Source: an optimization exercise on an open RTL-to-GDS flow (aim: small area, a short achievable clock period and few clock cycles per item). Production flows keep margins and buffers that such runs may drop.
Function was checked by simulation only, so behaviour that the tests miss may differ from the original.
No activity file was given, so power comes from the tool's default toggle rates.

// lz77_decomp_stream
module lz77_decomp_stream (
    input  logic        clk,
    input  logic        rst_n,
    input  logic [19:0] s_axis_tdata,
    input  logic        s_axis_tvalid,
    output logic        s_axis_tready,
    input  logic        s_axis_tlast,
    output logic [7:0]  m_axis_tdata,
    output logic        m_axis_tvalid,
    input  logic        m_axis_tready,
    output logic        m_axis_tlast
);
Size: about 2200 flip-flops, roughly 36 I/O pins, ~59000 um2 of cells after synthesis.
export LEC_CHECK = 0
export CAP_MARGIN = 20
export CORE_MARGIN = 2
export CORE_UTILIZATION = 48
export CTS_CLUSTER_DIAMETER = 100
export CTS_CLUSTER_SIZE = 26
export SETUP_SLACK_MARGIN = 4.5
export SLEW_MARGIN = 20
create_clock -name core_clock -period 7.0 [get_ports {clk}]
run.sh (not shown) runs the stock make flow with config.mk's settings and CLKGATE_MAP_FILE= SYNTH_SCRIPT=/design/flow/synth_recipe.tcl, a recipe that flattens the netlist after the stock synthesis.
The first run ran to the end with no violations.
Testbench counts at the start, summed over its fixed seeds: cycles 77,530, bytes 77,498.
Edit:
- CORE_UTILIZATION: 48 -> 40
- SETUP_SLACK_MARGIN: 4.5 -> 4.4
Worst setup slack gains 0.025 ns; cell count climbs by 4.3%; sequential cell count stays the same.
Edit:
- SETUP_SLACK_MARGIN: 4.4 -> 4.2
After rerunning: The changed run went through all stages and came out clean. First-iteration DRC count increases by 2.8%. Wire length decreases by about 0.3%. Die area is unchanged. Setup slack degrades by 0.34 ns. Critical path depth increases by 4.


Setup of the previous run:
Another version of the RTL of lz77_decomp_stream (not shown whole).
For scale: about 4,200 cells after synthesis, roughly 2,200 flip-flops.
==> flow/config.mk <==
export PLATFORM = sky130hd
export DESIGN_NAME = lz77_decomp_stream
export DESIGN_NICKNAME = lz77_decomp_stream
export VERILOG_FILES = /design/flow/design.v
export SDC_FILE = /design/flow/constraint.sdc
export NUM_CORES = 4
export LEC_CHECK = 0
export CAP_MARGIN = 5
export CORE_MARGIN = 2
export CORE_UTILIZATION = 40
export CTS_CLUSTER_DIAMETER = 100
export CTS_CLUSTER_SIZE = 26
export SETUP_SLACK_MARGIN = 4.5
export SLEW_MARGIN = 5
==> flow/constraint.sdc <==
create_clock -name core_clock -period 7.0 [get_ports {clk}]
set_input_delay 1.4000 -clock core_clock [delete_from_list [all_inputs] [get_ports {clk}]]
set_output_delay 1.4000 -clock core_clock [all_outputs]
set_load 0.01 [all_outputs]
The previous run ended with every stage complete and zero timing, DRC or antenna violations.
Testbench counts of the previous run, summed over its fixed seeds: cycles 77,530, bytes 77,498.
[inputs] the current run vs the previous run
# the previous run
export LEC_CHECK = 0
export CAP_MARGIN = 5
export CORE_MARGIN = 2
export CORE_UTILIZATION = 40
export CTS_CLUSTER_DIAMETER = 100
export CTS_CLUSTER_SIZE = 26
export SETUP_SLACK_MARGIN = 4.5
export SLEW_MARGIN = 5
create_clock -name core_clock -period 7.0 [get_ports {clk}]
# the current run
export LEC_CHECK = 0
export CAP_MARGIN = 20
export CORE_MARGIN = 2
export CORE_UTILIZATION = 40
export CTS_CLUSTER_DIAMETER = 100
export CTS_CLUSTER_SIZE = 26
export SETUP_SLACK_MARGIN = 4.5
export SLEW_MARGIN = 20
create_clock -name core_clock -period 7.0 [get_ports {clk}]
Notes after the runs:
- Diff the previous run -> the current run: post-cts gate resize count essentially unchanged; sink count of the clock tree essentially unchanged; final core utilization essentially unchanged; power essentially unchanged.
- Re total area of multi-input combinational cells: no difference whatsoever between the previous run and the current run.


The RTL this note starts from:
==> flow/design.v <==
`timescale 1ns / 1ps
module lz77_decomp_core (
    input  logic        clk,
    input  logic        rst_n,
    input  logic        tok_valid,
    input  logic [7:0]  tok_dist,
    input  logic [3:0]  tok_len,
    input  logic [7:0]  tok_lit,
    input  logic        tok_last,
    output logic        tok_pop,
    input  logic        out_room,      
    input  logic        out_room_nx,   
    output logic        f1_nx,         
    output logic [3:0]  k_nx,          
    output logic        out_push,
    output logic [7:0]  out_byte,
    output logic        out_last
);
    localparam int GBITS = 5;                  
    localparam int GSIZE = 1 << GBITS;
    localparam int NGRP  = 256 >> GBITS;
    localparam int SEG = 64;
    logic [7:0] hist [0:255];
    logic [5:0]             rot;       
    logic                   started;   
    logic                   ok;
    assign ok = (rot == '0);
    logic             c1_v, c1_copy, c1_last, c1_d1;
    logic [7:0]       c1_lit;
    logic [GSIZE-1:0] lo_oh;                   
    logic [7-GBITS:0] c1_hi;                   
    logic [3:0]       k;                       
    logic             c2_v, c2_last;
    logic [NGRP-1:0]  c2_gsel;                 
    logic             c2_psel;                 
    logic [7:0]       part [0:NGRP-1];         
    logic shift, f2, f1;
    assign shift = c2_v && out_room && ok;     
    assign f2    = ok && (!c2_v || out_room);  
    assign f1    = !c1_v || f2;                
    logic c2v_next;
    assign c2v_next = f2 ? c1_v : c2_v;
    logic n_copy;
    assign n_copy  = (k != tok_len);
    assign tok_pop = f1 && tok_valid && !n_copy;
    logic       c1v_next, ok_next;
    logic [5:0] rot_next;
    assign c1v_next = f1 ? tok_valid : c1_v;
    assign rot_next = (!shift && started) ? rot + 1'b1 : rot;
    assign ok_next  = (rot_next == '0);
    assign f1_nx    = !c1v_next || (ok_next && (!c2v_next || out_room_nx));
    assign k_nx     = (f1 && tok_valid) ? (n_copy ? k + 1'b1 : 4'd0) : k;
    logic [7:0]       dm1, dm2;
    logic [GSIZE-1:0] oh1;
    assign dm1 = tok_dist - 8'd1;
    assign dm2 = tok_dist - 8'd2;
    always_comb
        for (int j = 0; j < GSIZE; j++) oh1[j] = (dm1[GBITS-1:0] == j);
    always_ff @(posedge clk) begin
        if (!rst_n) begin
            c1_v    <= 1'b0;
            c2_v    <= 1'b0;
            k       <= '0;
            rot     <= '0;
            started <= 1'b0;
        end else begin
            if (shift)        started <= 1'b1;
            rot  <= rot_next;
            k    <= k_nx;
            c1_v <= c1v_next;
            c2_v <= c2v_next;
        end
    end
    always_ff @(posedge clk) begin
        if (f1) begin
            c1_copy <= n_copy;
            c1_last <= tok_last && !n_copy;
            c1_lit  <= tok_lit;
            c1_d1   <= (tok_dist == 8'd1);
            c1_hi   <= c2v_next ? dm2[7:GBITS] : dm1[7:GBITS];
            lo_oh   <= c2v_next ? {oh1[0], oh1[GSIZE-1:1]} : oh1;
        end
        if (f2) begin
            c2_last <= c1_last;
            c2_psel <= c1_copy && c1_d1 && c2_v;
            for (int g = 0; g < NGRP; g++)
                c2_gsel[g] <= c1_copy ? (!(c1_d1 && c2_v) && (c1_hi == g)) : (g == 0);
            for (int g = 0; g < NGRP; g++) begin
                logic [7:0] acc;
                acc = '0;
                for (int j = 0; j < GSIZE; j++)
                    acc = acc | (hist[g * GSIZE + j] & {8{lo_oh[j]}});
                if (g == 0 && !c1_copy) part[g] <= c1_lit;
                else                    part[g] <= acc;
            end
        end
    end
    logic [7:0] nbyte;
    always_comb begin
        nbyte = hist[0] & {8{c2_psel}};
        for (int g = 0; g < NGRP; g++)
            nbyte = nbyte | (part[g] & {8{c2_gsel[g]}});
    end
    always_ff @(posedge clk) begin
        for (int i = 0; i < 256; i++) begin
            if (i % SEG != 0)  hist[i] <= hist[i-1];
            else if (!shift)   hist[i] <= hist[i+SEG-1];
            else if (i == 0)   hist[i] <= nbyte;
            else               hist[i] <= hist[i-1];
        end
    end
    assign out_push = shift;
    assign out_byte = nbyte;
    assign out_last = c2_last;
endmodule
`timescale 1ns/1ps
module lz77_decomp_stream (
    input  logic        clk,
    input  logic        rst_n,
    input  logic [19:0] s_axis_tdata,
    input  logic        s_axis_tvalid,
    output logic        s_axis_tready,
    input  logic        s_axis_tlast,
    output logic [7:0]  m_axis_tdata,
    output logic        m_axis_tvalid,
    input  logic        m_axis_tready,
    output logic        m_axis_tlast
);
    logic [20:0] h_d;
    logic        h_v;
    logic        in_rdy;
    assign s_axis_tready = in_rdy;
    logic acc, pop_tok;
    assign acc = s_axis_tvalid && in_rdy;
    logic        h_v_nx;
    logic [3:0]  h_len_nx;
    logic        out_room_nx, f1_nx;
    logic [3:0]  k_nx;
    assign h_v_nx   = acc || (h_v && !pop_tok);
    assign h_len_nx = acc ? s_axis_tdata[11:8] : h_d[11:8];
    always_ff @(posedge clk) begin
        if (!rst_n) begin
            h_v    <= 1'b0;
            in_rdy <= 1'b1;
        end else begin
            h_v    <= h_v_nx;
            in_rdy <= !h_v_nx || (f1_nx && (k_nx == h_len_nx));
        end
    end
    always_ff @(posedge clk) begin
        if (acc) h_d <= {s_axis_tlast, s_axis_tdata};
    end
    logic       out_room, out_push, out_last;
    logic [7:0] out_byte;
    lz77_decomp_core u_core (
        .clk       (clk),
        .rst_n     (rst_n),
        .tok_valid (h_v),
        .tok_dist  (h_d[19:12]),
        .tok_len   (h_d[11:8]),
        .tok_lit   (h_d[7:0]),
        .tok_last  (h_d[20]),
        .tok_pop   (pop_tok),
        .out_room  (out_room),
        .out_room_nx (out_room_nx),
        .f1_nx     (f1_nx),
        .k_nx      (k_nx),
        .out_push  (out_push),
        .out_byte  (out_byte),
        .out_last  (out_last)
    );
    logic       o_v, k_v;
    logic [8:0] o_d, k_d;
    assign out_room      = !k_v;
    assign out_room_nx   = !((o_v && !pop) && (k_v || out_push));
    assign m_axis_tvalid = o_v;
    assign m_axis_tdata  = o_d[7:0];
    assign m_axis_tlast  = o_d[8];
    logic pop;
    assign pop = o_v && m_axis_tready;
    always_ff @(posedge clk) begin
        if (!rst_n) begin
            o_v <= 1'b0;
            k_v <= 1'b0;
        end else begin
            if (!o_v || pop) begin
                o_v <= k_v || out_push;
                k_v <= 1'b0;
            end else begin
                k_v <= k_v || out_push;
            end
        end
    end
    logic [8:0] o_h;
    logic       o_ld;
    logic [8:0] o_new;
    assign o_ld  = !o_v || pop;
    assign o_new = k_v ? k_d : {out_last, out_byte};
    always_ff @(posedge clk) begin
        o_d <= o_ld ? o_new : o_h;
        o_h <= o_ld ? o_new : o_d;
        if (!k_v) k_d <= {out_last, out_byte};
    end
endmodule
Settings: LEC_CHECK=0, CAP_MARGIN=20, CORE_MARGIN=2, CORE_UTILIZATION=40, CTS_CLUSTER_DIAMETER=80, CTS_CLUSTER_SIZE=20, SETUP_SLACK_MARGIN=4.5, SLEW_MARGIN=20; clock period 7.0 ns.
The baseline passed the timing, DRC and antenna checks.
Testbench counts at the start, summed over its fixed seeds: cycles 77,530, bytes 77,498.
Edit:
--- a/flow/config.mk
+++ b/flow/config.mk
@@ -10,5 +10,5 @@
 export CORE_UTILIZATION = 40
-export CTS_CLUSTER_DIAMETER = 80
-export CTS_CLUSTER_SIZE = 20
-export SETUP_SLACK_MARGIN = 4.5
+export CTS_CLUSTER_DIAMETER = 100
+export CTS_CLUSTER_SIZE = 26
+export SETUP_SLACK_MARGIN = 4.6
 export SLEW_MARGIN = 20
After rerunning: The new run completed without violations; maximum frequency went up slightly; critical path depth does not change; wire length goes up by a few percent; clock power shrinks by roughly a tenth; total power came out lower by a few percent; via count grows slightly.

[afterwards: timing with drivers on the ports]
How much do the figures lean on ideal ports? The routed layouts below were timed once more, with nothing changed but the port constraints. Step 1 assumes that a clkbuf_16 drives the clock port and a buf_2 every other input. Step 2, shift: input delay + t, output delay - t, t = (earliest + latest rising clock arrival at the registers) / 2. This alone moves slack from input paths to output paths. Three values: no drivers, after step 1, after step 2; two values: the first two.
run	t (ns)	slack for setup (ns)	hold slack, ns	worst setup path at the end
the first run of note 1	0.807	4.324 / 4.244 / 3.876	0.334 / 0.334 / 0.334	input to register
the second run of note 1	0.786	4.349 / 4.271 / 3.819	0.335 / 0.335 / 0.335	input to register
the third run of note 1	0.805	4.008 / 4.008 / 3.730	0.341 / 0.341 / 0.341	input to register
the previous run	0.790	4.422 / 4.344 / 3.888	0.337 / 0.337 / 0.337	input to register
the current run	0.790	4.422 / 4.344 / 3.888	0.337 / 0.337 / 0.337	input to register
the first run of note 3	0.832	4.390 / 4.312 / 3.801	0.336 / 0.336 / 0.336	input to register
the second run of note 3	0.782	4.418 / 4.344 / 3.948	0.337 / 0.337 / 0.337	input to register
After both steps every run listed still meets setup and hold. For the first run of note 3, which loses most, drivers alone change the setup slack by -0.078 ns; drivers and shift together by -0.589 ns.
